From an optimization exercise on the open Yosys and OpenROAD flow, aimed at small area; shortcuts taken in it are not production practice. Function was checked by simulation only, so behaviour that the tests miss may differ from the original. No run shown here takes its clock network from TritonCTS; it comes from the design's own scripts or RTL. No driver is modelled on the clock port, so clock power and skew are understated where the tree is cut down; a real chip needs a root buffer or a tree. Power is estimated from default activity; no workload was simulated.

<file path="flow/flow/run.sh">
#!/bin/bash
# Own layout flow: the standard flow (standard synthesis unchanged), with
#  - port buffers of the smallest buffer cell,
#  - every combinational cell downsized to its smallest variant after floorplan
#    (repair_design / repair_timing later size up whatever needs it).
set -euo pipefail
W=$(pwd)
F=$W/flow
bash standard.sh \
  "BUFFER_PORTS_ARGS=-buffer_cell sky130_fd_sc_hd__buf_1" \
  "POST_FLOORPLAN_TCL=$F/downsize.tcl" \
  "CTS_ARGS=-sink_clustering_enable -repair_clock_nets -dont_use_dummy_load -buf_list sky130_fd_sc_hd__clkbuf_8" \
  "POST_CTS_TCL=$F/clock1.tcl" \
  finish > $W/flow_make.log 2>&1
</file>
<file path="flow/flow/clock1.tcl">
# Replace the clock tree that CTS built by four clock buffers, each driving the
# clock sinks of one quarter of the layout directly (the design has only a few
# dozen registers); the clock port drives the four buffers.
set clk_buf_master "sky130_fd_sc_hd__clkbuf_8"
set block [ord::get_db_block]
set db [ord::get_db]
set root [$block findNet ClkPort]
set sinks {}
set bufs {}
set nets {}
set todo [list $root]
while { [llength $todo] > 0 } {
  set net [lindex $todo 0]
  set todo [lrange $todo 1 end]
  foreach it [$net getITerms] {
    if { [$it isOutputSignal] } { continue }
    set inst [$it getInst]
    set m [[$inst getMaster] getName]
    if { [string match "*clkbuf*" $m] || [string match "*clkinv*" $m] || [string match "*__buf_*" $m] } {
      if { [string match "*clkinv*" $m] } { error "clock1: inverter in the clock tree" }
      lappend bufs $inst
      foreach o [$inst getITerms] {
        if { [$o isOutputSignal] && [$o getNet] != "NULL" } {
          lappend todo [$o getNet]
          lappend nets [$o getNet]
        }
      }
    } else {
      lappend sinks $it
    }
  }
}
puts "clock1: [llength $bufs] clock buffers, [llength $sinks] sinks"
set master [$db findMaster $clk_buf_master]
# sink positions
set pts {}
foreach it $sinks {
  set b [[$it getInst] getBBox]
  lappend pts [list [expr { ([$b xMin] + [$b xMax]) / 2 }] [expr { ([$b yMin] + [$b yMax]) / 2 }] $it]
}
# split into four groups: by y at the median, then each half by x at its median
proc halves { pts idx } {
  set s [lsort -integer -index $idx $pts]
  set h [expr { [llength $s] / 2 }]
  return [list [lrange $s 0 [expr { $h - 1 }]] [lrange $s $h end]]
}
set groups {}
foreach half [halves $pts 1] {
  foreach q [halves $half 0] { lappend groups $q }
}
foreach inst $bufs {
  foreach it [$inst getITerms] { $it disconnect }
  odb::dbInst_destroy $inst
}
foreach net $nets { odb::dbNet_destroy $net }
set k 0
foreach g $groups {
  set newnet [odb::dbNet_create $block "clknet_leaf_$k"]
  $newnet setSigType CLOCK
  set newbuf [odb::dbInst_create $block $master "clkbuf_leaf_$k"]
  [$newbuf findITerm A] connect $root
  [$newbuf findITerm X] connect $newnet
  set sx 0
  set sy 0
  foreach p $g {
    set it [lindex $p 2]
    $it disconnect
    $it connect $newnet
    set sx [expr { $sx + [lindex $p 0] }]
    set sy [expr { $sy + [lindex $p 1] }]
  }
  set n [llength $g]
  $newbuf setLocation [expr { $sx / $n }] [expr { $sy / $n }]
  $newbuf setPlacementStatus PLACED
  puts "clock1: buffer $k drives $n sinks"
  incr k
}
global_connect
detailed_placement
check_placement -verbose
estimate_parasitics -placement
report_clock_min_period
report_checks -path_delay min -format full_clock_expanded -group_path_count 1
</file>
<file path="flow/flow/downsize.tcl">
# Replace each combinational cell by the smallest-area variant of the same function
# (same base name, different drive strength). Registers and physical cells are kept.
set_dont_use $::env(DONT_USE_CELLS)
proc smallest_variant { base } {
  set best ""
  set best_area 1e9
  foreach lc [get_lib_cells "*/sky130_fd_sc_hd__${base}_*"] {
    set n [get_name $lc]
    if { ![regexp "^sky130_fd_sc_hd__${base}_\[0-9\]+\$" $n] } { continue }
    if { [get_property $lc dont_use] } { continue }
    set a [get_property $lc area]
    if { $a < $best_area - 1e-6 || ($a < $best_area + 1e-6 && [string match "*_1" $n]) } {
      set best $n
      set best_area $a
    }
  }
  return $best
}
set n_changed 0
foreach inst [get_cells *] {
  set m [get_property $inst ref_name]
  if { ![regexp {^sky130_fd_sc_hd__(.+)_([0-9]+)$} $m -> base sz] } { continue }
  if { [string match "df*" $base] || [string match "sdf*" $base] || [string match "tap*" $base]
       || [string match "fill*" $base] || [string match "decap*" $base] || [string match "conb" $base] } { continue }
  set v [smallest_variant $base]
  if { $v ne "" && $v ne $m } {
    replace_cell $inst [lindex [get_lib_cells "*/$v"] 0]
    incr n_changed
  }
}
puts "downsize: replaced $n_changed cells"

# Drive every constant output from one tie cell: its HI pin for the ones and its
# LO pin for the zeros (the floorplan step left one tie cell per load).
set block [ord::get_db_block]
set keep ""
set keep_hi ""
set keep_lo ""
set n_tie 0
foreach inst [$block getInsts] {
  if { [[$inst getMaster] getName] ne "sky130_fd_sc_hd__conb_1" } { continue }
  incr n_tie
  if { $keep eq "" } {
    set keep $inst
    continue
  }
  foreach pin { HI LO } {
    set it [$inst findITerm $pin]
    set net [$it getNet]
    if { $net eq "NULL" } { continue }
    set knet [[$keep findITerm $pin] getNet]
    if { $knet eq "NULL" } {
      $it disconnect
      [$keep findITerm $pin] connect $net
      continue
    }
    foreach l [$net getITerms] {
      if { [$l getInst] == $inst } { continue }
      $l disconnect
      $l connect $knet
    }
    foreach bt [$net getBTerms] {
      # a port on this net: move the port to the kept net
      $bt connect $knet
    }
    $it disconnect
    odb::dbNet_destroy $net
  }
  odb::dbInst_destroy $inst
}
puts "tie merge: $n_tie tie cells merged into one"
</file>
<file path="flow/standard.sh">
#!/bin/bash
# synth_recipe.tcl (not shown) runs the flow's synth.tcl, then flattens the netlist and writes it again
# the make line also repeats each setting of config.mk as NAME=value (left out here)
make -C /OpenROAD-flow-scripts/flow DESIGN_CONFIG=/design/flow/config.mk WORK_HOME=/design/flow/orfs CLKGATE_MAP_FILE= SYNTH_SCRIPT=/design/flow/synth_recipe.tcl "${@:-finish}"
</file>
<file path="flow/config.mk">
export PLATFORM = sky130hd
export DESIGN_NAME = vga_top
export DESIGN_NICKNAME = vga_top
export VERILOG_FILES = /design/flow/design.v
export SDC_FILE = /design/flow/constraint.sdc
export NUM_CORES = 4
export LEC_CHECK = 0
export CAP_MARGIN = 20
export CORE_MARGIN = 2
export CORE_UTILIZATION = 35
export PLACE_DENSITY = 0.6
export SLEW_MARGIN = 20
</file>
<file path="flow/constraint.sdc">
create_clock -name core_clock -period 10.0 [get_ports {ClkPort}]
set_input_delay 2.0000 -clock core_clock [delete_from_list [all_inputs] [get_ports {ClkPort}]]
set_output_delay 2.0000 -clock core_clock [all_outputs]
set_load 0.01 [all_outputs]
</file>
<file path="flow/design.v">
`timescale 1ns / 1ps
module vga_top(
	input ClkPort,
	input BtnC,
	input BtnU,
	input BtnR,
	input BtnL,
	input BtnD,
	output hSync, vSync,
	output [3:0] vgaR, vgaG, vgaB,
	output An0, An1, An2, An3, An4, An5, An6, An7,
	output Ca, Cb, Cc, Cd, Ce, Cf, Cg, Dp,
	output MemOE, MemWR, RamCS, QuadSpiFlashCS
	);
	reg [6:0] E;
	reg [19:7] D;
	reg [4:0] hh;
	reg [9:0] v;
	reg [8:0] q;	 
	reg [1:0] dir;
	wire [9:0] h = {hh, E[6:2]};
	wire [7:0] cE;
	assign cE[0] = 1'b1;
	wire dtick = (E == 7'd2);		 
	wire [13:0] cD;
	assign cD[0] = dtick;
	wire [5:0] cH;
	assign cH[0] = cE[7];
	wire hend = hh[4] & hh[3];		 
	wire vtick = cE[7] & hend;
	wire [10:0] cV;
	assign cV[0] = vtick;
	wire vend = v[9] & v[3] & v[2];		 
	wire step = dtick & (D[11:7] == 5'b01111);
	reg [9:0] ex;
	reg [1:0] xmode;
	reg atend;
	wire pix = (E[1:0] == 2'b11);
	wire skip = ~xmode[1] & xmode[0];
	wire pr = xmode[1] & ~xmode[0];
	wire pl = xmode[1] & xmode[0];
	wire right = step & ~dir[1] & ~dir[0];
	wire left = step & ~dir[1] & dir[0];
	wire h144 = ~h[9] & ~h[8] & h[7] & ~h[6] & ~h[5] & h[4] & ~h[3] & ~h[2] & ~h[1] & ~h[0];
	wire h794 = h[9] & h[8] & h[4] & h[3] & ~h[2] & h[1] & ~h[0];
	wire hS = dir[0] ? h144 : h794;
	wire ld0 = pix & ((pr & h144) | (pl & h794));
	wire exend = ex[9] & ex[8] & ex[4] & ex[3] & ex[2] & ex[1] & ex[0];	 
	wire ex0 = ~|ex;
	wire [10:0] cx;
	assign cx[0] = (pix & ~skip) | left;
	wire dny = ~dir[0];		 
	wire [9:0] cy;
	wire wrapy = dny ? (~q[8] & ~q[7] & ~q[6] & ~q[5] & ~q[1])
	                 : (&q[8:2] & q[0]);
	wire mvy = step & dir[1];
	assign cy[0] = mvy & ~wrapy;
	genvar i;
	generate
		for (i = 0; i < 7; i = i + 1) begin : gE
			assign cE[i+1] = cE[i] & E[i];
		end
		for (i = 0; i < 13; i = i + 1) begin : gD
			assign cD[i+1] = cD[i] & D[i+7];
		end
		for (i = 0; i < 5; i = i + 1) begin : gH
			assign cH[i+1] = cH[i] & hh[i];
		end
		for (i = 0; i < 10; i = i + 1) begin : gV
			assign cV[i+1] = cV[i] & v[i];
		end
		for (i = 0; i < 10; i = i + 1) begin : gx
			assign cx[i+1] = cx[i] & ex[i];
		end
		for (i = 0; i < 9; i = i + 1) begin : gy
			assign cy[i+1] = cy[i] & (q[i] ^ dny);
		end
	endgenerate
	always @(posedge ClkPort, posedge BtnC) begin
		if (BtnC) begin
			E <= 7'd3;
			D <= 0;
			hh <= 0;
			v <= 0;
			ex <= 10'd355;
			xmode <= 2'd0;
			atend <= 1'b0;
			q <= 9'd245;
			dir <= 0;
		end else begin
			E <= E ^ cE[6:0];
			D <= D ^ cD[12:0];
			hh <= (cE[7] & hend) ? 5'd0 : hh ^ cH[4:0];
			v <= (vtick & vend) ? 10'd0 : v ^ cV[9:0];
			ex <= (ld0 | (cx[0] & exend)) ? 10'd0 : ex ^ cx[9:0];
			if (right) xmode <= atend ? 2'd2 : 2'd1;
			else if (left & atend) xmode <= 2'd3;
			else if (pix & (skip | ld0)) xmode <= 2'd0;
			if (pix & hS) atend <= (~xmode[1] & ~xmode[0] & exend) | (skip & ex0) | (xmode[1] & (xmode[0] ^ dir[0]));
			q <= (mvy & wrapy) ? (dir[0] ? 9'd29 : 9'd509) : q ^ cy[8:0];
			if (step) begin
				if (BtnR) dir <= 2'd0;
				else if (BtnL) dir <= 2'd1;
				else if (BtnU) dir <= 2'd2;
				else if (BtnD) dir <= 2'd3;
			end
		end
	end
	wire bh = (h[9] & ~h[8]) | (~h[9] & h[8]) | (h[7] & h[5]) | (h[7] & h[6]) | (h[8] & ~h[4]) |
	          (h[7] & h[4] & (h[3] | h[2] | h[1] | h[0])) | (h[9] & ~h[3] & ~h[2] & ~h[1] & ~h[0]);
	wire bv = v[8] | v[7] | v[6] | (v[5] & (v[4] | v[3] | v[2] | (v[1] & v[0]))) | (v[9] & ~v[3] & ~v[2]);
	wire bright = bh & bv;
	wire [8:0] dy;
	wire [9:0] by;
	assign by[0] = 1'b0;
	generate
		for (i = 0; i < 9; i = i + 1) begin : gdy
			assign dy[i] = v[i] ^ q[i] ^ by[i];
			assign by[i+1] = (~v[i] & q[i]) | (~v[i] & by[i]) | (q[i] & by[i]);
		end
	endgenerate
	wire exlo = skip ? ((ex[3:0] != 4'd0) & ~(ex[3] & ex[2])) : ~(ex[3] & (ex[2] | (ex[1] & ex[0])));
	wire inx = ~xmode[1] & (ex[9:4] == 6'd0) & exlo;
	wire iny = (dy[8:4] == 0) & ~(dy[3] & (dy[2] | (dy[1] & dy[0])));
	wire ah = h[8] & h[7] & ((h[6] & ~h[5] & ~h[4] & ~h[3]) | (~h[6] & h[5] & h[4] & h[3] & h[2] & (h[1] | h[0])));
	wire av = ~v[8] & v[7] & v[6] & v[5] & v[4] & (v[3] | (v[2] & (v[1] | v[0])));
	wire red = (inx & iny) | (ah & av);
	assign hSync = h[9] | h[8] | h[7] | (h[6] & h[5]);
	assign vSync = |v[9:1];
	assign vgaR = {4{bright & red}};
	assign vgaG = {4{bright & ~red}};
	assign vgaB = {4{bright & ~red}};
	assign An0 = ~(~D[19] & ~D[18]);
	assign An1 = ~(~D[19] & D[18]);
	assign An2 = ~(D[19] & ~D[18]);
	assign An3 = ~(D[19] & D[18]);
	assign {An7, An6, An5, An4} = 4'b1111;
	wire digF = ~D[19];
	assign {Ca, Cb, Cc, Cd, Ce, Cf, Cg, Dp} = {1'b0, digF, digF, digF, 1'b0, 1'b0, ~digF, 1'b0};
	assign {MemOE, MemWR, RamCS, QuadSpiFlashCS} = 4'b1111;
endmodule
</file>
==> results of run 1 <==
==> layout make-up <==
| class | instances | area, µm² | area share |
|---|---|---|---|
| tap | 133 | 166 | 0.0454 |
| buffer | 4 | 55.1 | 0.0150 |
| multi-input combinational | 222 | 1740 | 0.474 |
| timing repair buffer | 29 | 116 | 0.0318 |
| inverter | 26 | 97.6 | 0.0266 |
| sequential | 59 | 1490 | 0.407 |
==> per-stage QoR <==
step	power, mW	util	hold slack (ns)
floorplan	0.252	-	0.441
global placement	0.251	0.368	0.447
detailed placement	0.252	0.368	0.452
global route	0.360	0.373	0.497
finish	0.345	0.373	0.472
==> report_power, final <==
part | internal (mW) | switching [mW] | total (mW)
clock network | 0.0370 | 0.0613 | 0.0984
logic | 0.000826 | 0.00709 | 0.00792
registers | 0.239 | 0 | 0.239
total | 0.277 | 0.0684 | 0.345
==> metal layers <==
metal | part of all wire | vias to the layer above
met2 | 0.49 | 41
met3 | 0.038 | 8
met4 | 0.015 | 0
met1 | 0.45 | 1147
met5 | 0 | -
li1 | - | 1158
==> cells in the final DEF (no fill, tap or decap), types with 5 or more instances in the layout <==
cell and instances:
ha_1 44, xnor2_1 5, and2_1 27, nand2_1 16, fa_1 7, inv_1 25
nor2_1 12, nand3_1 7, a21oi_1 10, buf_1 27, o21ai_1 18, dfrtp_1 46
a31oi_1 6, dfstp_2 13, or4_1 6, nand4_1 7
==> critical path: stages (launching register included) <==
cell and delay (ns):
dfrtp_1 0.38, inv_1 0.07, ha_1 0.21, fa_1 0.37, inv_1 0.08, fa_1 0.16
inv_1 0.05, fa_1 0.38, fa_1 0.40, fa_1 0.40, fa_1 0.40, fa_1 0.49
nand4_1 0.09, nor2_1 0.08, o21ai_1 0.07, o41ai_1 0.37, and2_1 0.25, buf_1 0.17
==> final timing paths <==
path	start	to	depth (start not counted)
max	v[0]	vgaR[3]	17
min	E[0]	E[0]	1
max reg2reg	E[0]	v[9]	19
min reg2reg	E[0]	E[0]	1
max in group asynchronous	BtnC	hh[1]	3
min in group asynchronous	BtnC	D[13]	3
==> flip-flops by register name (all words and copies together) (netlist names) <==
| register | cells |
|---|---|
| xmode | 2 |
| E | 7 |
| v | 10 |
| dir | 2 |
| D | 13 |
| ex | 10 |
| q | 9 |
| hh | 5 |
| atend | 1 |
==> kinds of logic after synthesis <==
| family | after synthesis | synth area share |
|---|---|---|
| multiplexers | 2 | 0.00703 |
| other | 2 | 0.00211 |
| flip-flops | 59 | 0.419 |
| buffers and inverters | 51 | 0.0791 |
| AO/OA/AOI/OAI | 56 | 0.102 |
| XOR/XNOR | 9 | 0.0221 |
| adder cells (fa/ha/maj) | 51 | 0.194 |
| AND/OR/NAND/NOR | 103 | 0.174 |
==> results by group, run 1 <==
Run status
  – Status: timing/DRC/antenna clean

Setup path
  – Worst-path fanout max: 4
  – Data required time of the worst path: 8.00 ns
  – Critical path arrival: 4.55 ns
  – Setup CP Type: flip-flop to output pin
  – Worst setup EP type: output pin
  – Crit path launch type: flip-flop
  – R2R Setup Slk: 6.11 ns

Logic synthesis
  – Synth cell types: 51
  – Area leader, netlist: dfrtp_1
  – Synth Warn #: 1
  – Most frequent cell after synthesis: dfrtp_1
  – Synth area leaders: dfrtp_1 32%, ha_1 15%, dfstp_2 9.6%
  – Cell count after synthesis: 333
  – Post-synth EDFFs: 0
  – Post-synth top area share: 0.323
  – Average size of a mapped cell: 10.7 µm²
  – Top post-synthesis cells by count: 46 x dfrtp_1, 44 x ha_1, 26 x inv_1, 25 x and2_1, 24 x buf_4
  – Synth Flop Type: dfrtp_1
  – Register area share after synthesis: 0.419
  – Synth async-reset ratio: 1.00
  – Synthesized flop and latch total: 59
  – Synthesized area: 0.00356 mm²

Floorplanning
  – Die area: 0.0110 mm²
  – Die Y: 105 µm
  – Core Footprint: 0.00982 mm²
  – Die width: 105 µm
  – Std-Cell Rows: 36
  – I/O Pins: 40
  – Starting density of the core: 0.363

GRT
  – First-pass GRT wire length: 10.6 mm
  – GR Util met2: 0.207
  – Global route hottest layer: met2
  – GR Overflow Total: 0
  – Initial antenna violation count: 0
  – Largest net degree at the start of global routing: 60
  – Met1 Use GR: 0.149
  – Vias in the first global route: 2329
  – GRT Overall Usage: 0.120
  – GRT met3 Usage: 0.0287

STA
  – Fin crit period: 6.55 ns
  – Setup Skew: 0.0164 ns
  – Worst-Margin Slew: 0.753 ns
  – Worst slew margin: 0.498
  – RSZ-0062 raised after global routing: no
  – Sum Neg Setup Slack: 0 ns
  – Max Clk Rate: 153 MHz
  – Period utilization: 0.655
  – Final setup fails: 0
  – Hold Vio Cnt, Final: 0
  – Slew Limit Fails: 0
  – Fin worst setup slack: 3.45 ns

Layout
  – Final cell count without fillers: 473
  – Fin area: 0.00366 mm²
  – # diodes: 0
  – Syn-to-layout area delta: 2.95%
  – # fillers: 1016
  – Final #Nets: 400
  – Layout cells sized above 1: 0.0588

Placement
  – HPWL after DPL: 4.68 mm
  – Dpl cell area: 0.00361 mm²
  – Port-buffer cells: 27
  – Global placer's final weighted congestion: 0.876
  – Placed cells: 469
  – Worst slack, placed: 3.59 ns

CTS
  – Worst skew pair latency: 0.16 ns
  – Worst-path clk slew: 0.10 ns
  – Clock sink count: 59

Pwr
  – Pwr per Cell Area: 94.1 mW/mm²
  – Largest vdd supply drop: 0.0000607 V
  – Pleak: 1.73 nW

Routing
  – Wirelength per Cell: 13.3 µm
  – Via Count: 2354
  – Drt initial violations: 85
  – Via density: 4.98
  – Drc violations: 0
  – Drt total wl: 6.27 mm
  – Routed Antenna Nets: 0
  – 1st-pass router iterations: 4

Min path
  – Hold WC Path Type: flip-flop to flip-flop

Job
  – Max Cap Viol: 0
==> inputs of run 2 (changes only) <==
--- a/flow/design.v
+++ b/flow/design.v
@@ -90,8 +90,8 @@
 		end else begin
 			E <= E ^ cE[6:0];
 			D <= D ^ cD[12:0];
-			hh <= (cE[7] & hend) ? 5'd0 : hh ^ cH[4:0];
-			v <= (vtick & vend) ? 10'd0 : v ^ cV[9:0];
+			hh <= (hh ^ cH[4:0]) & ~({5{cE[7] & hend}} & 5'b11001);
+			v <= (v ^ cV[9:0]) & ~({10{vtick & vend}} & 10'b1000001101);
 			ex <= (ld0 | (cx[0] & exend)) ? 10'd0 : ex ^ cx[9:0];
 			if (right) xmode <= atend ? 2'd2 : 2'd1;
 			else if (left & atend) xmode <= 2'd3;
==> flow/flow/run.sh (replaced) <==
#!/bin/bash
# Own layout flow: the standard flow (standard.sh, with the standard synthesis
# unchanged) with these changes, all through ORFS's own variables and step hooks:
#  - input and output ports are buffered with the smallest buffer cell (buf_1);
#  - after floorplan (downsize.tcl) every combinational cell is set to its smallest
#    variant (repair_design / repair_timing later size up whatever needs it), and the
#    constant outputs share one tie cell;
#  - after CTS (clock1.tcl) the clock tree is rebuilt as four clkbuf_8 cells driven by
#    the clock port, each driving the registers of one quarter of the layout.
# make's full output goes to flow_make.log here; each ORFS step logs under orfs/logs/.
set -euo pipefail
W=$(pwd)
F=$W/flow
bash standard.sh \
  "BUFFER_PORTS_ARGS=-buffer_cell sky130_fd_sc_hd__buf_1" \
  "POST_FLOORPLAN_TCL=$F/downsize.tcl" \
  "CTS_ARGS=-sink_clustering_enable -repair_clock_nets -dont_use_dummy_load -buf_list sky130_fd_sc_hd__clkbuf_8" \
  "POST_CTS_TCL=$F/clock1.tcl" \
  finish > $W/flow_make.log 2>&1
==> results by group, run 2 <==
Logic synthesis
  – Register area share after synthesis: 0.425 (+0.00537)
  – Synth Warn #: 1 (unchanged)
  – Post-synth top area share: 0.328 (+0.00414)
  – Synth Flop Type: dfrtp_1
  – Synthesized area: 0.00351 mm² (-1.3%)
  – Average size of a mapped cell: 10.7 µm² (+0.55%)
  – Synth cell types: 50 (-2.0%)
  – Area leader, netlist: dfrtp_1
  – Synthesized flop and latch total: 59 (unchanged)
  – Synth async-reset ratio: 1.00 (unchanged)
  – Post-synth EDFFs: 0 (unchanged)
  – Most frequent cell after synthesis: dfrtp_1
  – Top post-synthesis cells by count: 46 x dfrtp_1, 44 x ha_1, 25 x buf_4, 20 x inv_1, 17 x and2_1
  – Synth area leaders: dfrtp_1 33%, ha_1 16%, dfstp_2 9.7%
  – Cell count after synthesis: 327 (-1.8%)

Layout
  – Largest regs: D x13, ex x10, v x10
  – Most frequent cells in the layout: 46 x dfrtp_1, 44 x ha_1, 27 x buf_1
  – Largest register by flop count: D
  – Commonest non-fill, non-tap cell in the layout: dfrtp_1
  – Final cell count without fillers: 466 (-1.5%)
  – # diodes: 0 (unchanged)
  – Layout cells sized above 1: 0.0601 (+0.00124)
  – # fillers: 980 (-3.5%)
  – Largest register FFs: 13 (unchanged)
  – Final #Nets: 393 (-1.8%)
  – Syn-to-layout area delta: 3.03% (about the same)

Setup path
  – CP cell instances: inv_1 > ha_1 > fa_1 > inv_1 > fa_1 > inv_1 > fa_1 > fa_1 > fa_1 > fa_1 > fa_1 > nand4_1 > nor2_1 > o2111ai_1 > o32a_1 > nor2b_1 > buf_1
  – Worst r2r src: E[0]
  – R2R Setup Slk: 6.11 ns (about the same)
  – Crit path launch type: flip-flop
  – Most frequent CP cell: fa_1
  – Worst-path fanout max: 4 (unchanged)
  – Delay of the slowest critical-path stage: 0.49 ns (about the same)
  – Data required time of the worst path: 8.00 ns (about the same)
  – Critical path arrival: 4.49 ns (-0.06 ns)
  – Critical Path Slowest Stage Cell: fa_1
  – Worst r2r path cells: 18 (-1)
  – Reg2reg end: v[9]
  – Worst setup EP type: output pin
  – Setup CP Type: flip-flop to output pin

STA
  – Period utilization: 0.649 (-0.00575)
  – Worst slew margin: 0.513 (+0.0148)
  – Hold Vio Cnt, Final: 0 (unchanged)
  – Fin crit period: 6.49 ns (-0.0575 ns)
  – Hold slack: 0.474 ns (+0.00276 ns)
  – Setup Skew: 0.0164 ns (-0.0000121 ns)
  – Slew Limit Fails: 0 (unchanged)
  – Worst-Margin Slew: 0.731 ns (-0.0222 ns)
  – RSZ-0062 raised after global routing: no
  – Final setup fails: 0 (unchanged)
  – Sum Neg Setup Slack: 0 ns (unchanged)
  – Max Clk Rate: 154 MHz (+0.89%)

Pwr
  – Largest vdd supply drop: 0.0000649 V (+6.9%)
  – Pleak: 1.71 nW (-0.69%)
  – Overall power: 344 µW (-0.32%)
  – Pwr per Cell Area: 95.0 mW/mm² (+0.89%)

Floorplanning
  – Core Footprint: 0.00977 mm² (-0.46%)
  – Die area: 0.0109 mm² (-1.2%)
  – Die Y: 104 µm (-0.61%)
  – Starting density of the core: 0.360 (-0.00294)
  – Die width: 104 µm (-0.61%)
  – Std-Cell Rows: 36 (unchanged)
  – I/O Pins: 40 (unchanged)

Min path
  – Hold Path Sink: E[0]
  – Hold WC Path Type: flip-flop to flip-flop
  – Hold Path Cell Cnt: 1 (unchanged)
  – Hold path start: E[0]

Routing
  – Wirelength per Cell: 13.1 µm (-0.89%)
  – Drc violations: 0 (unchanged)
  – Routed Antenna Nets: 0 (unchanged)
  – Via density: 4.98 (+0.17%)
  – 1st-pass router iterations: 4 (unchanged)
  – Via Count: 2323 (-1.3%)
  – Drt initial violations: 123 (+45%)
  – Drt total wl: 6.13 mm (-2.4%)

Placement
  – Port-buffer cells: 27 (unchanged)
  – Global placer's final weighted congestion: 0.819 (-6.5%)
  – Placed cells: 462 (-1.5%)
  – HPWL after DPL: 4.62 mm (-1.4%)

CTS
  – Worst skew pair latency: 0.16 ns (about the same)
  – Clock sink count: 59 (unchanged)
  – Worst-path clk slew: 0.09 ns (about the same)

GRT
  – Initial antenna violation count: 0 (unchanged)
  – GR Overflow Total: 0 (unchanged)
  – Largest net degree at the start of global routing: 60 (unchanged)
  – GRT Overall Usage: 0.121 (+0.000924)
  – Vias in the first global route: 2352 (+0.99%)
  – First-pass GRT wire length: 10.8 mm (+1.4%)

Job
  – Max Cap Viol: 0 (unchanged)

Run status
  – Status: timing/DRC/antenna clean
## run 2: metrics by stage
| step | utilization | cell area, µm² | worst slack [ns] |
|---|---|---|---|
| final | 0.370 | 3620 | 3.51 |
| after detailed placement | 0.365 | 3570 | 3.65 |
| after global routing | 0.370 | 3620 | 3.21 |
| after global placement | 0.365 | 3570 | 3.79 |
| after floorplan | - | 3550 | 3.79 |
## run 2: area by class of cell
| cell class | count | area [µm²] | share of cell area |
|---|---|---|---|
| sequential | 59 | 1490 | 0.412 |
| inverter | 20 | 75.1 | 0.0207 |
| buffer | 4 | 55.1 | 0.0152 |
| multi-input combinational | 221 | 1720 | 0.474 |
| timing repair buffer | 29 | 116 | 0.0321 |
| tap | 133 | 166 | 0.0460 |
## run 2: routing by layer
layer | vias up | track usage | share of wire | routed length (µm)
li1 | 1143 | - | - | -
met3 | 9 | 0.0169 | 0.030 | 183
met4 | 0 | 0.0502 | 0.021 | 127
met1 | 1141 | 0.147 | 0.44 | 2720
met2 | 30 | 0.214 | 0.51 | 3100
met5 | - | 0 | 0 | 0
## run 2: how the worst max path moves through the flow
| stage | from | end | slack, ns | cells past startpoint |
|---|---|---|---|---|
| final | v[0] | vgaR[2] | 3.51 | 17 |
| after global routing | v[0] | vgaR[2] | 3.21 | 17 |
| after detailed placement | v[0] | vgaR[2] | 3.65 | 17 |
| after global placement | v[0] | vgaR[1] | 3.79 | 17 |
| after floorplan | v[0] | vgaR[1] | 3.79 | 17 |
## run 2: power by group
| part | leakage, nW | switching [mW] | internal (mW) |
|---|---|---|---|
| clock network | 0.0288 | 0.0604 | 0.0370 |
| registers | 0.741 | 0 | 0.239 |
| logic | 0.944 | 0.00697 | 0.000827 |
| total | 1.71 | 0.0673 | 0.277 |
## run 2: kinds of logic (layout without fill, tap and decap cells)
logic type / Yosys count / after routing / share of synthesized area
flops: 59 / 59 / 0.425
fa+ha+maj: 51 / 51 / 0.197
xor+xnor: 8 / 8 / 0.0199
simple gates: 106 / 106 / 0.174
compound gates: 54 / 54 / 0.101
mux: 1 / 1 / 0.00320
buf+inv: 46 / 53 / 0.0780
other cells: 2 / 1 / 0.00214
## run 2: critical path, delay by kind of cell, from the launching register on
family / cells / cell delay, ns
fa+ha+maj: 8 / 2.74
buf+inv: 4 / 0.37
simple gates: 3 / 0.41
flops: 1 / 0.38
compound gates: 2 / 0.45
==> inputs of run 3 (changes only) <==
--- a/flow/flow/run.sh
+++ b/flow/flow/run.sh
@@ -1,6 +1,8 @@
 #!/bin/bash
 # Own layout flow: the standard flow (standard.sh, with the standard synthesis
-# unchanged) with these changes, all through ORFS's own variables and step hooks:
+# otherwise unchanged) with these changes, all through ORFS's own variables and hooks:
+#  - synthesis (synth_area.tcl) is synth_recipe.tcl with an area-oriented ABC script
+#    for the final technology mapping (abc_area.script); the registers are untouched;
 #  - input and output ports are buffered with the smallest buffer cell (buf_1);
 #  - after floorplan (downsize.tcl) every combinational cell is set to its smallest
 #    variant (repair_design / repair_timing later size up whatever needs it), and the
@@ -12,6 +14,7 @@
 W=$(pwd)
 F=$W/flow
 bash standard.sh \
+  "SYNTH_SCRIPT=$F/synth_area.tcl" \
   "BUFFER_PORTS_ARGS=-buffer_cell sky130_fd_sc_hd__buf_1" \
   "POST_FLOORPLAN_TCL=$F/downsize.tcl" \
   "CTS_ARGS=-sink_clustering_enable -repair_clock_nets -dont_use_dummy_load -buf_list sky130_fd_sc_hd__clkbuf_8" \
==> flow/flow/abc_area.script (new file) <==
strash
&get -n
&deepsyn -T 60
&put
dch -f
amap
topo
==> flow/flow/synth_area.tcl (new file) <==
# The standard synthesis (synth_recipe.tcl in the work folder, unchanged), except
# that the final ABC technology mapping uses an area-oriented script (abc_area.script:
# deep AIG resynthesis, structural choices, area-only standard-cell mapping) in place
# of ORFS's speed script. ABC maps only the combinational logic, so the registers,
# their names and cell types are those of the standard synthesis.
set ::area_abc_script [file join [file dirname [file normalize [info script]]] abc_area.script]
proc abc {args} {
  set i [lsearch $args -script]
  if { $i >= 0 } {
    lset args [expr { $i + 1 }] $::area_abc_script
    puts "synth_area.tcl: ABC runs with $::area_abc_script in place of the script named above"
  }
  yosys abc {*}$args
}
source [file join [file dirname [file dirname $::area_abc_script]] synth_recipe.tcl]
==> results by group, run 3 <==
Layout
  – Final #Nets: 393 (unchanged)
  – Syn-to-layout area delta: 4.25%
  – Seq. cell area: 0.00149 mm² (unchanged)
  – Largest register FFs: 13 (unchanged)
  – # fillers: 912 (-6.9%)
  – Largest register by flop count: D
  – Final cell count without fillers: 462 (-0.86%)
  – Largest regs: D x13, ex x10, v x10
  – Layout cells sized above 1: 0.0571 (-0.00300)
  – Commonest non-fill, non-tap cell in the layout: dfrtp_1
  – # diodes: 0 (unchanged)
  – Most frequent cells in the layout: 46 x dfrtp_1, 44 x ha_1, 40 x clkinv_1
  – Footprint of the multi-input gates: 0.00150 mm² (-13%)

Placement
  – Port-buffer cells: 27 (unchanged)
  – Placed cells: 458 (-0.87%)
  – HPWL after DPL: 4.26 mm (-7.7%)
  – Global placer's final weighted congestion: 0.820 (+0.11%)

Logic synthesis
  – Synth cell types: 37 (-26%)
  – Mux cell area share after synthesis: 0 (-0.00320)
  – Synth area leaders: dfrtp_1 35%, ha_1 17%, dfstp_2 10%
  – Top post-synthesis cells by count: 46 x dfrtp_1, 44 x ha_1, 41 x clkinv_1, 36 x nor2_1, 24 x buf_4
  – Average size of a mapped cell: 10.2 µm² (-5.0%)
  – Post-synthesis xor/xnor area fraction: 0 (-0.0199)
  – Post-synthesis compound-gate area fraction: 0.0973 (-0.00413)
  – Cell count after synthesis: 326 (-0.31%)
  – Register area share after synthesis: 0.448 (+0.0236)
  – Synth Flop Type: dfrtp_1
  – Post-synth EDFFs: 0 (unchanged)
  – Area share of and/or/nand/nor cells after synthesis: 0.144 (-0.0298)
  – Synthesized area: 0.00333 mm² (-5.3%)
  – Main combinational cell family by area after synthesis: adder cells
  – Area leader, netlist: dfrtp_1
  – Synth Warn #: 1 (unchanged)
  – Synthesized flop and latch total: 59 (unchanged)
  – Post-synth top area share: 0.346 (+0.0182)
  – Most frequent cell after synthesis: dfrtp_1
  – Synth Area in Adders: 0.207 (+0.0109)
  – Synth async-reset ratio: 1.00 (unchanged)

Setup path
  – Critical path arrival: 4.70 ns (+0.21 ns)
  – Worst r2r src: E[3]
  – CP cell instances: clkinv_1 > ha_1 > fa_1 > clkinv_1 > fa_1 > clkinv_1 > fa_1 > fa_1 > fa_1 > fa_1 > fa_1 > and3_1 > o2111ai_1 > nor3_1 > nand4_1 > o41ai_1 > nor2b_1 > buf_1
  – Worst-path fanout max: 4 (unchanged)
  – Critical Path Slowest Stage Cell: fa_1
  – Most frequent CP cell: fa_1
  – Data required time of the worst path: 8.00 ns (about the same)
  – Setup CP Type: flip-flop to output pin
  – Worst setup EP type: output pin
  – Crit path launch type: flip-flop
  – Delay of the slowest critical-path stage: 0.48 ns (about the same)
  – Critical Path Start: v[0]

Routing
  – Drc violations: 0 (unchanged)
  – Wirelength per Cell: 11.8 µm (-11%)
  – Drt initial violations: 93 (-24%)
  – Via Count: 2207 (-5.0%)
  – Via density: 4.78 (-4.2%)
  – Drt total wl: 5.44 mm (-11%)
  – Routed Antenna Nets: 0 (unchanged)
  – 1st-pass router iterations: 4 (unchanged)

Pwr
  – Pwr per Cell Area: 101 mW/mm² (+6.4%)
  – Largest vdd supply drop: 0.0000694 V (+7.0%)
  – Pleak: 1.66 nW (-3.3%)
  – Overall power: 351 µW (+2.0%)

STA
  – Slew Limit Fails: 0 (unchanged)
  – Hold slack: 0.460 ns (-0.0147 ns)
  – Hold Vio Cnt, Final: 0 (unchanged)
  – Final setup fails: 0 (unchanged)
  – Max Clk Rate: 149 MHz (-3.1%)
  – Fin crit period: 6.70 ns (+0.204 ns)
  – Period utilization: 0.670 (+0.0204)
  – RSZ-0062 raised after global routing: no
  – Worst-Margin Slew: 0.826 ns (+0.0950 ns)
  – Sum Neg Setup Slack: 0 ns (unchanged)
  – Worst slew margin: 0.442 (-0.0708)
  – Setup Skew: 0.00746 ns (-0.00894 ns)

Min path
  – Hold path start: E[0]
  – Hold WC Path Type: flip-flop to flip-flop

Floorplanning
  – Starting density of the core: 0.360 (+0.000750)
  – Std-Cell Rows: 35 (-2.8%)
  – Die area: 0.0103 mm² (-5.1%)
  – I/O Pins: 40 (unchanged)
  – Die Y: 102 µm (-2.6%)
  – Core Footprint: 0.00924 mm² (-5.5%)
  – Die width: 102 µm (-2.6%)

CTS
  – Clock sink count: 59 (unchanged)
  – Worst skew pair latency: 0.15 ns (about the same)
  – Worst-path clk slew: 0.09 ns (about the same)

Run status
  – Status: timing/DRC/antenna clean

GRT
  – Vias in the first global route: 2184 (-7.1%)
  – GR Overflow Total: 0 (unchanged)
  – Initial antenna violation count: 0 (unchanged)
  – GRT Overall Usage: 0.119 (-0.00171)
  – First-pass GRT wire length: 9.87 mm (-8.4%)
  – Largest net degree at the start of global routing: 60 (unchanged)

Job
  – Max Cap Viol: 0 (unchanged)
run 3: cell families after synthesis:
group / Yosys count
buffers and inverters: 65
adders and majority gates: 51
DFF: 59
other: 2
AOI/OAI and AO/OA: 49
and+or+nand+nor: 100
run 3: power breakdown:
part / switching (mW) / leakage, nW / total [mW] / internal, mW
registers: 0.00167 / 0.747 / 0.242 / 0.240
clock network: 0.0603 / 0.0288 / 0.0973 / 0.0370
logic: 0.00936 / 0.882 / 0.0118 / 0.00239
run 3: worst paths after layout:
check                           endpoint  slack [ns]  cells after the start
worst max register to register     ex[9]        5.95                     17
min in group asynchronous          D[14]        2.01                      3
worst min-delay path                E[0]        0.46                      1
worst min register to register      E[0]        0.46                      1
max in group asynchronous           v[2]        7.50                      3
worst max-delay path             vgaR[2]        3.30                     18
run 3: stage by stage:
stage / utilization / worst slack [ns] / instance area (µm²)
after floorplan: - / 3.64 / 3370
after global placement: 0.370 / 3.58 / 3420
after detailed placement: 0.370 / 3.51 / 3420
after global routing: 0.376 / 2.93 / 3470
final: 0.376 / 3.30 / 3470
run 3: worst max-delay path, delay by kind of cell, from the launching register on:
family,cells,cell delay [ns]
buf+inv,4,0.40
simple gates,4,0.75
compound gates,2,0.23
flops,1,0.40
fa+ha+maj,8,2.75
run 3: area by class of cell:
cell class / instances / area share
Multi-Input combinational cell: 201 / 0.432
Sequential cell: 59 / 0.430
Tap cell: 129 / 0.0465
Inverter: 41 / 0.0443
Timing Repair Buffer: 28 / 0.0314
Buffer: 4 / 0.0159
run 3: routing by layer:
layer  track usage  vias to the layer above  wire, µm
li1              -                     1107         -
met1         0.156                     1040      2590
met5             0                        -         0
met3        0.0166                       10       229
met4        0.0478                        0       102
met2         0.199                       50      2510
==> inputs of run 4 (changes only) <==
--- a/flow/design.v
+++ b/flow/design.v
@@ -46,7 +46,6 @@
 	wire hS = dir[0] ? h144 : h794;
 	wire ld0 = pix & ((pr & h144) | (pl & h794));
 	wire exend = ex[9] & ex[8] & ex[4] & ex[3] & ex[2] & ex[1] & ex[0];	 
-	wire ex0 = ~|ex;
 	wire [10:0] cx;
 	assign cx[0] = (pix & ~skip) | left;
 	wire dny = ~dir[0];		 
@@ -96,8 +95,9 @@
 			if (right) xmode <= atend ? 2'd2 : 2'd1;
 			else if (left & atend) xmode <= 2'd3;
 			else if (pix & (skip | ld0)) xmode <= 2'd0;
-			if (pix & hS) atend <= (~xmode[1] & ~xmode[0] & exend) | (skip & ex0) | (xmode[1] & (xmode[0] ^ dir[0]));
-			q <= (mvy & wrapy) ? (dir[0] ? 9'd29 : 9'd509) : q ^ cy[8:0];
+			if (pix & hS) atend <= (~xmode[1] & ~xmode[0] & exend) | (xmode[1] & (xmode[0] ^ dir[0]));
+			q <= ((q ^ cy[8:0]) | ({9{mvy & wrapy & dny}} & 9'b111100000))
+			     & ~({9{mvy & wrapy & ~dny}} & 9'b111100000);
 			if (step) begin
 				if (BtnR) dir <= 2'd0;
 				else if (BtnL) dir <= 2'd1;
==> results by group, run 4 <==
Run status
  – Status: timing/DRC/antenna clean

STA
  – Worst-Margin Slew: 0.753 ns (-0.0732 ns)
  – Final setup fails: 0 (unchanged)
  – Period utilization: 0.654 (-0.0164)
  – Max Clk Rate: 153 MHz (+2.5%)
  – RSZ-0062 raised after global routing: no
  – Hold Vio Cnt, Final: 0 (unchanged)
  – Fin crit period: 6.54 ns (-0.164 ns)
  – Slew Limit Fails: 0 (unchanged)
  – Setup Skew: 0.0121 ns (+0.00466 ns)
  – Sum Neg Setup Slack: 0 ns (unchanged)
  – Worst slew margin: 0.491 (+0.0495)

Logic synthesis
  – Area share of and/or/nand/nor cells after synthesis: 0.147 (+0.00287)
  – Synth area leaders: dfrtp_1 35%, ha_1 17%, dfstp_2 10%
  – Synthesized area: 0.00331 mm² (-0.68%)
  – Most frequent cell after synthesis: dfrtp_1
  – Synth Area in Adders: 0.209 (+0.00141)
  – Synthesized flop and latch total: 59 (unchanged)
  – Main combinational cell family by area after synthesis: adder cells
  – Post-synthesis xor/xnor area fraction: 0 (unchanged)
  – Mux cell area share after synthesis: 0 (unchanged)
  – Synth Flop Type: dfrtp_1
  – Top post-synthesis cells by count: 46 x dfrtp_1, 44 x ha_1, 35 x clkinv_1, 34 x nor2_1, 24 x buf_4
  – Area leader, netlist: dfrtp_1
  – Post-synth EDFFs: 0 (unchanged)
  – Synth Warn #: 1 (unchanged)
  – Post-synthesis compound-gate area fraction: 0.0961 (-0.00123)
  – Synth cell types: 39 (+5.4%)
  – Post-synth top area share: 0.348 (+0.00235)
  – Cell count after synthesis: 318 (-2.5%)
  – Average size of a mapped cell: 10.4 µm² (+1.8%)
  – Synth async-reset ratio: 1.00 (unchanged)
  – Register area share after synthesis: 0.451 (+0.00305)

Floorplanning
  – Die area: 0.0102 mm² (-0.66%)
  – Core Footprint: 0.00920 mm² (-0.47%)
  – I/O Pins: 40 (unchanged)
  – Die width: 101 µm (-0.33%)
  – Starting density of the core: 0.360 (-0.000733)
  – Die Y: 101 µm (-0.33%)
  – Std-Cell Rows: 35 (unchanged)

Layout
  – Seq. cell area: 0.00149 mm² (unchanged)
  – # fillers: 898 (-1.5%)
  – Most frequent cells in the layout: 46 x dfrtp_1, 44 x ha_1, 34 x clkinv_1, 34 x nor2_1, 27 x buf_1
  – # diodes: 0 (unchanged)
  – Syn-to-layout area delta: 3.59%
  – Layout cells sized above 1: 0.0585 (+0.00140)
  – Largest regs: D x13, ex x10, v x10
  – Footprint of the multi-input gates: 0.00150 mm² (unchanged)
  – Commonest non-fill, non-tap cell in the layout: dfrtp_1
  – Largest register by flop count: D
  – Fin area: 0.00343 mm² (-1.3%)
  – Largest register FFs: 13 (unchanged)
  – Final #Nets: 385 (-2.0%)

Routing
  – Drt total wl: 5.52 mm (+1.6%)
  – Drt initial violations: 124 (+33%)
  – Via density: 5.00 (+4.7%)
  – 1st-pass router iterations: 5 (+1)
  – Via Count: 2181 (-1.2%)
  – Wirelength per Cell: 12.7 µm (+7.7%)
  – Routed Antenna Nets: 0 (unchanged)
  – Drc violations: 0 (unchanged)

GRT
  – GR Overflow Total: 0 (unchanged)
  – Largest net degree at the start of global routing: 60 (unchanged)
  – GR Util met2: 0.194 (-0.00480)
  – Initial antenna violation count: 0 (unchanged)
  – Global route hottest layer: met2
  – First-pass GRT wire length: 9.45 mm (-4.3%)
  – GRT met3 Usage: 0.0317 (+0.0152)
  – Met1 Use GR: 0.150 (-0.00573)
  – Vias in the first global route: 2062 (-5.6%)
  – GRT Overall Usage: 0.117 (-0.00186)

Setup path
  – Worst setup EP type: output pin
  – Setup CP Type: flip-flop to output pin
  – Crit path launch type: flip-flop
  – Critical Path Slowest Stage Cell: nor2b_1
  – Delay of the slowest critical-path stage: 0.42 ns (-0.06 ns)
  – CP top delay family: adder cells
  – Buffer and inverter count on the worst path: 4 (unchanged)
  – Critical path arrival: 4.54 ns (-0.16 ns)
  – Worst-path fanout max: 8 (+4)
  – Most frequent CP cell: fa_1
  – Data required time of the worst path: 8.00 ns (about the same)
  – CP cell instances: clkinv_1 > ha_1 > fa_1 > clkinv_1 > fa_1 > clkinv_1 > fa_1 > fa_1 > fa_1 > fa_1 > fa_1 > nor2_1 > a21oi_1 > nor2_1 > a21oi_1 > a31oi_1 > nor2b_1 > buf_1

Pwr
  – Pleak: 1.66 nW (about the same)
  – Pwr per Cell Area: 102 mW/mm² (+0.54%)
  – Largest vdd supply drop: 0.0000472 V (-32%)

Min path
  – Hold WC Path Type: flip-flop to flip-flop

Placement
  – HPWL after DPL: 4.20 mm (-1.5%)
  – Port-buffer cells: 27 (unchanged)
  – Global placer's final weighted congestion: 0.771 (-6.0%)
  – Dpl cell area: 0.00337 mm² (-1.3%)

Job
  – Max Cap Viol: 0 (unchanged)

CTS
  – Worst-path clk slew: 0.10 ns (about the same)
  – Worst skew pair latency: 0.15 ns (about the same)
  – Clock sink count: 59 (unchanged)
## run 4: path summary, 6_finish.rpt
kind / startpoint / to / slack [ns] / cells after the start
worst min register to register: E[0] / E[0] / 0.46 / 1
max in group asynchronous: BtnC / D[12] / 7.49 / 3
worst max register to register: E[2] / ex[9] / 5.94 / 17
worst min-delay path: E[0] / E[0] / 0.46 / 1
min in group asynchronous: BtnC / hh[4] / 2.02 / 3
worst max-delay path: v[0] / vgaB[1] / 3.46 / 18
## run 4: worst register-to-register path, delay by kind of cell (launching register included)
family                   cells  cell delay, ns
flip-flops                   1            0.42
AO/OA/AOI/OAI                2            0.42
AND/OR/NAND/NOR              5            1.55
buffers and inverters        1            0.20
adder cells (fa/ha/maj)      9            1.37
## run 4: final cells by class
class                   count  area share
flip-flops and latches     59       0.436
multi-input cells         199       0.438
inverters                  35      0.0383
plain buffers               4      0.0161
well taps                 111      0.0405
repair buffers             28      0.0318
## run 4: per-stage QoR
| stage | worst slack, ns | hold slack [ns] | std cells | total power, mW | util |
|---|---|---|---|---|---|
| floorplan | 3.75 | 0.427 | 328 | 0.256 | - |
| global placement | 3.75 | 0.435 | 432 | 0.256 | 0.367 |
| detailed placement | 3.64 | 0.441 | 432 | 0.256 | 0.367 |
| global route | 3.17 | 0.480 | 436 | 0.363 | 0.373 |
| finish | 3.46 | 0.460 | 436 | 0.348 | 0.373 |
## run 4: logic make-up (layout without fill, tap and decap cells)
group | after synthesis | after routing
other | 2 | 1
AOI/OAI and AO/OA | 49 | 49
DFF | 59 | 59
buffers and inverters | 59 | 67
and+or+nand+nor | 98 | 98
adders and majority gates | 51 | 51
## run 4: per-layer routing
metal	vias up	share of wire
met1	1035	0.46
met4	0	0.014
met3	7	0.051
met2	47	0.48
li1	1092	-
met5	-	0
## run 4: report_power, final
part | switching (mW) | internal [mW]
Clock | 0.0599 | 0.0370
Sequential | 0.00125 | 0.239
Combinational | 0.00868 | 0.00205
Total | 0.0698 | 0.278
==> inputs of run 5 (changes only) <==
--- a/flow/design.v
+++ b/flow/design.v
@@ -16,7 +16,7 @@
 	reg [19:7] D;
 	reg [4:0] hh;
 	reg [9:0] v;
-	reg [8:0] q;	 
+	reg [8:0] nq;	 
 	reg [1:0] dir;
 	wire [9:0] h = {hh, E[6:2]};
 	wire [7:0] cE;
@@ -48,10 +48,10 @@
 	wire exend = ex[9] & ex[8] & ex[4] & ex[3] & ex[2] & ex[1] & ex[0];	 
 	wire [10:0] cx;
 	assign cx[0] = (pix & ~skip) | left;
-	wire dny = ~dir[0];		 
+	wire upy = ~dir[0];		 
 	wire [9:0] cy;
-	wire wrapy = dny ? (~q[8] & ~q[7] & ~q[6] & ~q[5] & ~q[1])
-	                 : (&q[8:2] & q[0]);
+	wire wrapy = upy ? (nq[8] & nq[7] & nq[6] & nq[5] & nq[1])
+	                 : (~|nq[8:2] & ~nq[0]);
 	wire mvy = step & dir[1];
 	assign cy[0] = mvy & ~wrapy;
 	genvar i;
@@ -72,7 +72,7 @@
 			assign cx[i+1] = cx[i] & ex[i];
 		end
 		for (i = 0; i < 9; i = i + 1) begin : gy
-			assign cy[i+1] = cy[i] & (q[i] ^ dny);
+			assign cy[i+1] = cy[i] & ~(nq[i] ^ upy);
 		end
 	endgenerate
 	always @(posedge ClkPort, posedge BtnC) begin
@@ -84,7 +84,7 @@
 			ex <= 10'd355;
 			xmode <= 2'd0;
 			atend <= 1'b0;
-			q <= 9'd245;
+			nq <= ~9'd245;
 			dir <= 0;
 		end else begin
 			E <= E ^ cE[6:0];
@@ -96,8 +96,8 @@
 			else if (left & atend) xmode <= 2'd3;
 			else if (pix & (skip | ld0)) xmode <= 2'd0;
 			if (pix & hS) atend <= (~xmode[1] & ~xmode[0] & exend) | (xmode[1] & (xmode[0] ^ dir[0]));
-			q <= ((q ^ cy[8:0]) | ({9{mvy & wrapy & dny}} & 9'b111100000))
-			     & ~({9{mvy & wrapy & ~dny}} & 9'b111100000);
+			nq <= ((nq ^ cy[8:0]) | ({9{mvy & wrapy & ~upy}} & 9'b111100000))
+			      & ~({9{mvy & wrapy & upy}} & 9'b111100000);
 			if (step) begin
 				if (BtnR) dir <= 2'd0;
 				else if (BtnL) dir <= 2'd1;
@@ -111,12 +111,12 @@
 	wire bv = v[8] | v[7] | v[6] | (v[5] & (v[4] | v[3] | v[2] | (v[1] & v[0]))) | (v[9] & ~v[3] & ~v[2]);
 	wire bright = bh & bv;
 	wire [8:0] dy;
-	wire [9:0] by;
-	assign by[0] = 1'b0;
+	wire [9:0] ky;
+	assign ky[0] = 1'b1;
 	generate
 		for (i = 0; i < 9; i = i + 1) begin : gdy
-			assign dy[i] = v[i] ^ q[i] ^ by[i];
-			assign by[i+1] = (~v[i] & q[i]) | (~v[i] & by[i]) | (q[i] & by[i]);
+			assign dy[i] = v[i] ^ nq[i] ^ ky[i];
+			assign ky[i+1] = (v[i] & nq[i]) | (v[i] & ky[i]) | (nq[i] & ky[i]);
 		end
 	endgenerate
 	wire exlo = skip ? ((ex[3:0] != 4'd0) & ~(ex[3] & ex[2])) : ~(ex[3] & (ex[2] | (ex[1] & ex[0])));
==> results by group, run 5 <==
Run status
  – Status: timing/DRC/antenna clean

Layout
  – Syn-to-layout area delta: 3.59% (about the same)
  – Largest register FFs: 13 (unchanged)
  – # diodes: 0 (unchanged)
  – Largest register by flop count: D
  – Most frequent cells in the layout: 49 x dfrtp_1, 44 x ha_1, 41 x clkinv_1
  – Commonest non-fill, non-tap cell in the layout: dfrtp_1
  – Largest regs: D x13, ex x10, v x10
  – Final #Nets: 387 (+0.52%)
  – Fin area: 0.00343 mm² (about the same)
  – Layout cells sized above 1: 0.0489 (-0.00953)

GRT
  – Vias in the first global route: 2100 (+1.8%)
  – First-pass GRT wire length: 9.69 mm (+2.6%)
  – GR Overflow Total: 0 (unchanged)
  – Initial antenna violation count: 0 (unchanged)
  – Largest net degree at the start of global routing: 60 (unchanged)
  – GRT Overall Usage: 0.120 (+0.00272)

Logic synthesis
  – Top post-synthesis cells by count: 49 x dfrtp_1, 44 x ha_1, 42 x clkinv_1, 28 x nor2_1, 24 x buf_4
  – Synth area leaders: dfrtp_1 37%, ha_1 17%, dfstp_2 7.9%
  – Most frequent cell after synthesis: dfrtp_1
  – Post-synth EDFFs: 0 (unchanged)
  – Average size of a mapped cell: 10.3 µm² (-0.55%)
  – Synth async-reset ratio: 1.00 (unchanged)
  – Synth cell types: 36 (-7.7%)
  – Synth Flop Type: dfrtp_1
  – Synth Warn #: 1 (unchanged)
  – Cell count after synthesis: 320 (+0.63%)
  – Register area share after synthesis: 0.450 (-0.00148)
  – Area leader, netlist: dfrtp_1
  – Synthesized area: 0.00331 mm² (about the same)
  – Synthesized flop and latch total: 59 (unchanged)
  – Post-synth top area share: 0.371 (+0.0224)

Min path
  – Hold WC Path Type: flip-flop to flip-flop

Floorplanning
  – Die Y: 101 µm (about the same)
  – Std-Cell Rows: 35 (unchanged)
  – Starting density of the core: 0.360 (about the same)
  – I/O Pins: 40 (unchanged)
  – Die width: 101 µm (about the same)
  – Die area: 0.0102 mm² (about the same)
  – Core Footprint: 0.00920 mm² (unchanged)

STA
  – Period utilization: 0.673 (+0.0191)
  – Worst slew margin: 0.447 (-0.0448)
  – RSZ-0062 raised after global routing: no
  – Sum Neg Setup Slack: 0 ns (unchanged)
  – Fin crit period: 6.73 ns (+0.191 ns)
  – Final setup fails: 0 (unchanged)
  – Setup Skew: 0.0124 ns (+0.000298 ns)
  – Worst-Margin Slew: 0.818 ns (+0.0659 ns)
  – Max Clk Rate: 149 MHz (-2.8%)
  – Hold Vio Cnt, Final: 0 (unchanged)
  – Slew Limit Fails: 0 (unchanged)

Setup path
  – Worst setup EP type: output pin
  – R2R Setup Slk: 5.85 ns (-0.09 ns)
  – Worst r2r src: E[3]
  – Setup CP Type: flip-flop to output pin
  – Crit path launch type: flip-flop
  – Critical Path Sink: vgaR[2]
  – Critical Path Start: nq[0]
  – Data required time of the worst path: 8.00 ns (about the same)
  – Worst r2r path cells: 16 (-1)
  – Critical path arrival: 4.73 ns (+0.19 ns)
  – Worst-path fanout max: 4 (-4)
  – Reg2reg end: ex[9]

Pwr
  – Largest vdd supply drop: 0.0000764 V (+62%)
  – Pwr per Cell Area: 101 mW/mm² (-0.40%)
  – Overall power: 347 µW (-0.32%)
  – Pleak: 1.67 nW (+0.71%)

Routing
  – Routed Antenna Nets: 0 (unchanged)
  – Wirelength per Cell: 12.4 µm (-2.0%)
  – Drt initial violations: 76 (-39%)
  – Via Count: 2176 (-0.23%)
  – 1st-pass router iterations: 4 (-1)
  – Via density: 4.97 (-0.68%)
  – Drc violations: 0 (unchanged)
  – Drt total wl: 5.44 mm (-1.6%)

CTS
  – Clock sink count: 59 (unchanged)
  – Worst-path clk slew: 0.10 ns (about the same)
  – Worst skew pair latency: 0.16 ns (about the same)

Placement
  – Global placer's final weighted congestion: 0.749 (-2.9%)
  – Port-buffer cells: 27 (unchanged)
  – HPWL after DPL: 4.20 mm (about the same)
  – Dpl cell area: 0.00337 mm² (about the same)

Job
  – Max Cap Viol: 0 (unchanged)
-- run 5: cell types whose count changed after synthesis, moves of 2 or more --
cell / change
clkinv_1: +7
nor2_1: -6
nor3_1: +5
o22ai_1: +4
dfrtp_1: +3
dfstp_2: -3
nand2_1: -3
o21ai_0: -3
a31oi_1: -2
and3_1: +2
nand3_1: +2
nand4_1: -2
-- run 5: kinds of logic after synthesis --
group,count (synthesis),share of synthesized area
and+or+nand+nor,96,0.146
buffers and inverters,66,0.102
DFF,59,0.450
adders and majority gates,51,0.209
AOI/OAI and AO/OA,46,0.0915
other,2,0.00227
-- run 5: stage by stage --
stage,utilization,hold WS (ns),setup WS (ns),std cells
after floorplan,-,0.427,3.60,330
after global placement,0.367,0.433,3.56,434
after detailed placement,0.367,0.438,3.40,434
after global routing,0.373,0.474,2.88,438
final,0.373,0.459,3.27,438
-- run 5: routing by layer --
layer,part of all wire,track usage
met1,0.48,0.161
met2,0.47,0.193
met3,0.033,0.0235
met4,0.016,0.0457
met5,0,0
-- run 5: power by group --
part | switching [mW] | internal (mW) | total (mW)
combinational | 0.00870 | 0.00165 | 0.0104
sequential | 0.00103 | 0.239 | 0.240
clock | 0.0594 | 0.0370 | 0.0964
total | 0.0691 | 0.278 | 0.347
-- run 5: worst min path at each step --
stage                     from    to  slack, ns  cells past startpoint
after global routing      E[0]  E[0]       0.47                      1
after global placement    E[0]  E[0]       0.43                      1
final                     E[0]  E[0]       0.46                      1
after floorplan           E[0]  E[0]       0.43                      1
after detailed placement  E[0]  E[0]       0.44                      1
-- run 5: critical path: stages (launching register included) --
cell and delay (ns):
dfrtp_1 0.42, clkinv_1 0.08, ha_1 0.15, clkinv_1 0.07
fa_1 0.36, clkinv_1 0.06, fa_1 0.16, clkinv_1 0.07
fa_1 0.37, fa_1 0.39, fa_1 0.39, fa_1 0.39
fa_1 0.44, nor3_1 0.21, nand4_1 0.11, a2111oi_0 0.34
o22ai_1 0.18, nor2_1 0.20, buf_1 0.18
-- run 5: cell type report --
class | instances | area (µm²)
Inverter | 42 | 158
Buffer | 4 | 55.1
Fill cell | 929 | 5770
Tap cell | 111 | 139
Multi-Input combinational cell | 194 | 1480
Sequential cell | 59 | 1490
Timing Repair Buffer | 28 | 109
==> inputs of run 6 (changes only) <==
--- a/flow/flow/run.sh
+++ b/flow/flow/run.sh
@@ -2,7 +2,8 @@
 # Own layout flow: the standard flow (standard.sh, with the standard synthesis
 # otherwise unchanged) with these changes, all through ORFS's own variables and hooks:
 #  - synthesis (synth_area.tcl) is synth_recipe.tcl with an area-oriented ABC script
-#    for the final technology mapping (abc_area.script); the registers are untouched;
+#    for the final technology mapping, run with a few seeds, keeping the smallest
+#    result; the registers are untouched;
 #  - input and output ports are buffered with the smallest buffer cell (buf_1);
 #  - after floorplan (downsize.tcl) every combinational cell is set to its smallest
 #    variant (repair_design / repair_timing later size up whatever needs it), and the
==> flow/flow/synth_area.tcl (replaced) <==
# The standard synthesis (synth_recipe.tcl in the work folder, unchanged), except
# that the final ABC technology mapping is area-oriented: deep AIG resynthesis
# (&deepsyn), structural choices and area-only standard-cell mapping (amap), in
# place of ORFS's speed script. &deepsyn is randomized (it stops after 200 steps
# without improvement, so each seed gives a fixed result), so the mapping is run
# with a few seeds and the smallest result is kept. ABC maps only the combinational
# logic, so the registers, their names and cell types are those of the standard
# synthesis.
set ::area_abc_seeds {0 11 22 33 44 55 66 77}
set ::area_flow_dir [file dirname [file normalize [info script]]]
proc abc {args} {
  set i [lsearch $args -script]
  if { $i < 0 } {
    yosys abc {*}$args
    return
  }
  set libs {}
  foreach lib $::env(LIB_FILES) {
    lappend libs -liberty $lib
  }
  yosys design -save pre_area_abc
  set best_area 1e12
  set best_seed -1
  foreach seed $::area_abc_seeds {
    set script [file join $::env(OBJECTS_DIR) abc_area_$seed.script]
    set f [open $script w]
    puts $f "strash\n&get -n\n&deepsyn -J 200 -T 600 -S $seed\n&put\ndch -f\namap\ntopo"
    close $f
    yosys design -load pre_area_abc
    lset args [expr { $i + 1 }] $script
    puts "synth_area.tcl: ABC with $script in place of the script named above"
    yosys abc {*}$args
    set st [yosys tee -q -s result.string stat {*}$libs]
    regexp {Chip area for module[^:]*:\s*([0-9.]+)} $st -> area
    puts "synth_area.tcl: seed $seed gives cell area $area"
    if { $area < $best_area } {
      set best_area $area
      set best_seed $seed
      yosys design -save best_area_abc
    }
  }
  yosys design -load best_area_abc
  puts "synth_area.tcl: kept seed $best_seed (cell area $best_area)"
}
source [file join [file dirname $::area_flow_dir] synth_recipe.tcl]
removed: flow/flow/abc_area.script
==> results by group, run 6 <==
Run status
  – Status: timing/DRC/antenna clean

Logic synthesis
  – Synthesized flop and latch total: 59 (unchanged)
  – Area leader, netlist: dfrtp_1
  – Post-synth EDFFs: 0 (unchanged)
  – Average size of a mapped cell: 10.3 µm² (-0.26%)
  – Synthesized area: 0.00330 mm² (-0.26%)
  – Synth area leaders: dfrtp_1 37%, ha_1 17%, dfstp_2 8.0%
  – Synth Warn #: 1 (unchanged)
  – Register area share after synthesis: 0.451 (+0.00119)
  – Synth async-reset ratio: 1.00 (unchanged)
  – Synth Flop Type: dfrtp_1
  – Cell count after synthesis: 320 (unchanged)
  – Synth cell types: 36 (unchanged)
  – Post-synth top area share: 0.371 (+0.000983)
  – Top post-synthesis cells by count: 49 x dfrtp_1, 44 x ha_1, 38 x clkinv_1, 31 x nor2_1, 24 x buf_4
  – Most frequent cell after synthesis: dfrtp_1

Pwr
  – Combinational power share: 0.031 (about the same)
  – Switch Pwr: 67.1 µW (-3.0%)
  – Pleak: 1.68 nW (+0.48%)
  – Largest vdd supply drop: 0.0000542 V (-29%)
  – Clock Power Share: 0.273 (-0.005)
  – Net Sw Frac: 0.194 (-0.00491)
  – Reg power frac: 0.696 (+0.004)
  – Pint: 278 µW (about the same)
  – Pwr per Cell Area: 101 mW/mm² (-0.48%)

Routing
  – Via density: 4.93 (-0.78%)
  – 1st-pass router iterations: 4 (unchanged)
  – Drt initial violations: 33 (-57%)
  – Wirelength per Cell: 13.1 µm (+5.3%)
  – Via Count: 2164 (-0.55%)
  – Drc violations: 0 (unchanged)
  – Routed Antenna Nets: 0 (unchanged)
  – Drt total wl: 5.74 mm (+5.5%)

Layout
  – Final #Nets: 388 (+0.26%)
  – Largest register FFs: 13 (unchanged)
  – Largest register by flop count: D
  – Commonest non-fill, non-tap cell in the layout: dfrtp_1
  – Syn-to-layout area delta: 3.83%
  – # diodes: 0 (unchanged)
  – Largest regs: D x13, ex x10, v x10
  – Fin area: 0.00343 mm² (about the same)
  – Finished Core Util: 0.373 (about the same)
  – Most frequent cells in the layout: 49 x dfrtp_1, 44 x ha_1, 37 x clkinv_1
  – Layout cells sized above 1: 0.0518 (+0.00290)

Setup path
  – Worst setup EP type: output pin
  – Setup CP Type: flip-flop to output pin
  – Critical path arrival: 4.88 ns (+0.15 ns)
  – Worst r2r src: E[0]
  – Worst r2r path cells: 17 (+1)
  – Critical Path Start: nq[0]
  – Reg2reg end: v[9]
  – Data required time of the worst path: 8.00 ns (about the same)
  – R2R Setup Slk: 6.18 ns (+0.33 ns)
  – Crit path launch type: flip-flop
  – Critical Path Sink: vgaR[0]
  – Worst-path fanout max: 4 (unchanged)

GRT
  – Initial antenna violation count: 0 (unchanged)
  – Largest net degree at the start of global routing: 60 (unchanged)
  – GR Overflow Total: 0 (unchanged)
  – GRT Overall Usage: 0.124 (+0.00422)
  – Vias in the first global route: 2114 (+0.67%)
  – First-pass GRT wire length: 9.91 mm (+2.2%)

Job
  – Max Cap Viol: 0 (unchanged)

Placement
  – Global placer's final weighted congestion: 0.799 (+6.7%)
  – Dpl cell area: 0.00337 mm² (about the same)
  – Worst slack, placed: 3.29 ns (-0.111 ns)
  – Port-buffer cells: 27 (unchanged)
  – HPWL after DPL: 4.50 mm (+7.2%)

CTS
  – Clock sink count: 59 (unchanged)
  – Worst skew pair latency: 0.15 ns (about the same)
  – Worst-path clk slew: 0.09 ns (about the same)

Min path
  – Hold Path Cell Cnt: 1 (unchanged)
  – Hold WC Path Type: flip-flop to flip-flop

STA
  – Hold Vio Cnt, Final: 0 (unchanged)
  – Max Clk Rate: 145 MHz (-2.3%)
  – Period utilization: 0.688 (+0.0155)
  – Final setup fails: 0 (unchanged)
  – RSZ-0062 raised after global routing: no
  – Fin worst setup slack: 3.12 ns (-0.155 ns)
  – Worst-Margin Slew: 0.720 ns (-0.0981 ns)
  – Setup Skew: 0.00846 ns (-0.00395 ns)
  – Slew Limit Fails: 0 (unchanged)
  – Fin crit period: 6.88 ns (+0.155 ns)
  – Sum Neg Setup Slack: 0 ns (unchanged)
  – Worst slew margin: 0.517 (+0.0699)

Floorplanning
  – I/O Pins: 40 (unchanged)
  – Die width: 101 µm (-0.13%)
  – Core Footprint: 0.00920 mm² (unchanged)
  – Die Y: 101 µm (-0.13%)
  – Die area: 0.0102 mm² (-0.26%)
  – Std-Cell Rows: 35 (unchanged)
  – Starting density of the core: 0.359 (-0.000952)
## run 6: changes by cell type after synthesis, sizes merged, moves of 3 or more
cell	previous run	this run
o21ai	14	18
nor3	10	7
a21oi	8	5
and3	4	1
nor2	28	31
nand2	15	19
clkinv	42	38
## run 6: cell families (layout without fill, tap and decap cells)
family | count (synthesis) | in the layout | synth area share
and+or+nand+nor | 98 | 98 | 0.144
other | 2 | 1 | 0.00228
adders and majority gates | 51 | 51 | 0.209
AOI/OAI and AO/OA | 48 | 48 | 0.0959
DFF | 59 | 59 | 0.451
buffers and inverters | 62 | 71 | 0.0978
## run 6: worst min-delay path by stage
stage / start / endpoint / slack, ns
floorplan: E[0] / E[0] / 0.43
global placement: E[0] / E[0] / 0.43
detailed placement: E[0] / E[0] / 0.44
global route: E[0] / E[0] / 0.49
finish: E[0] / E[0] / 0.46
## run 6: layer usage
| layer | GRT usage | up-vias | routed length [µm] |
|---|---|---|---|
| met3 | 0.0298 | 6 | 146 |
| met1 | 0.160 | 1033 | 2720 |
| li1 | - | 1099 | - |
| met5 | 0 | - | 0 |
| met4 | 0.0385 | 0 | 92 |
| met2 | 0.208 | 26 | 2780 |
## run 6: power groups by stage
stage	Clock (mW)	Combinational, mW	Sequential (mW)
6_report	0.0942	0.0108	0.240
5_1_grt	0.110	0.0130	0.240
3_5_place_dp	0	0.0113	0.245
3_3_place_gp	0	0.0112	0.245
2_1_floorplan	0	0.0114	0.244
## run 6: area by class of cell
type,count,area [µm²]
fill,935,5770
buffer,4,55.1
tap,111,139
sequential,59,1490
multi-input combinational,198,1490
timing repair buffer,29,116
inverter,38,143
## run 6: critical path, stage by stage, from the launching register on
cell      delay, ns
dfrtp_1        0.42
clkinv_1       0.08
ha_1           0.14
clkinv_1       0.07
fa_1           0.36
clkinv_1       0.06
fa_1           0.15
clkinv_1       0.07
fa_1           0.39
fa_1           0.40
fa_1           0.39
fa_1           0.40
fa_1           0.44
nor3_1         0.21
nand4_1        0.12
a2111o_1       0.36
o21ai_1        0.10
nor2b_1        0.34
buf_1          0.22
## run 6: through the flow
stage          power, mW  hold slack, ns  cells
2_1_floorplan      0.256           0.427    330
3_3_place_gp       0.256           0.434    435
3_5_place_dp       0.256           0.440    435
5_1_grt            0.363           0.493    439
6_report           0.345           0.458    439

-- static timing again, ports no longer ideal --
How much do the figures lean on ideal ports? The routed layouts below were timed once more, with nothing changed but the port constraints.
Step 1, drivers: a clkbuf_16 drives ClkPort and a buf_2 each remaining input, both assumed.
Step 2 moves the port delays by t, midway between the first and last clock arrival at a register: inputs arrive t later, outputs are due t later. That takes back most of the time a late clock gives input paths.
a / b / c = ideal / step 1 / step 2; a / b = the first two.
run	t, ns	slack for setup (ns)	worst register clock-pin slew, ns	worst slew at a driven data input, ns
run 1	0.210	3.448 / 3.388 / 3.598	0.10 / 0.10	0.03
run 2	0.212	3.505 / 3.443 / 3.655	0.10 / 0.10	0.03
run 3	0.207	3.301 / 3.244 / 3.451	0.10 / 0.10	0.03
run 4	0.208	3.464 / 3.405 / 3.613	0.10 / 0.10	0.03
run 5	0.208	3.273 / 3.215 / 3.423	0.10 / 0.10	0.03
run 6	0.210	3.118 / 3.056 / 3.266	0.09 / 0.09	0.03
After both steps every run listed still meets setup and hold.
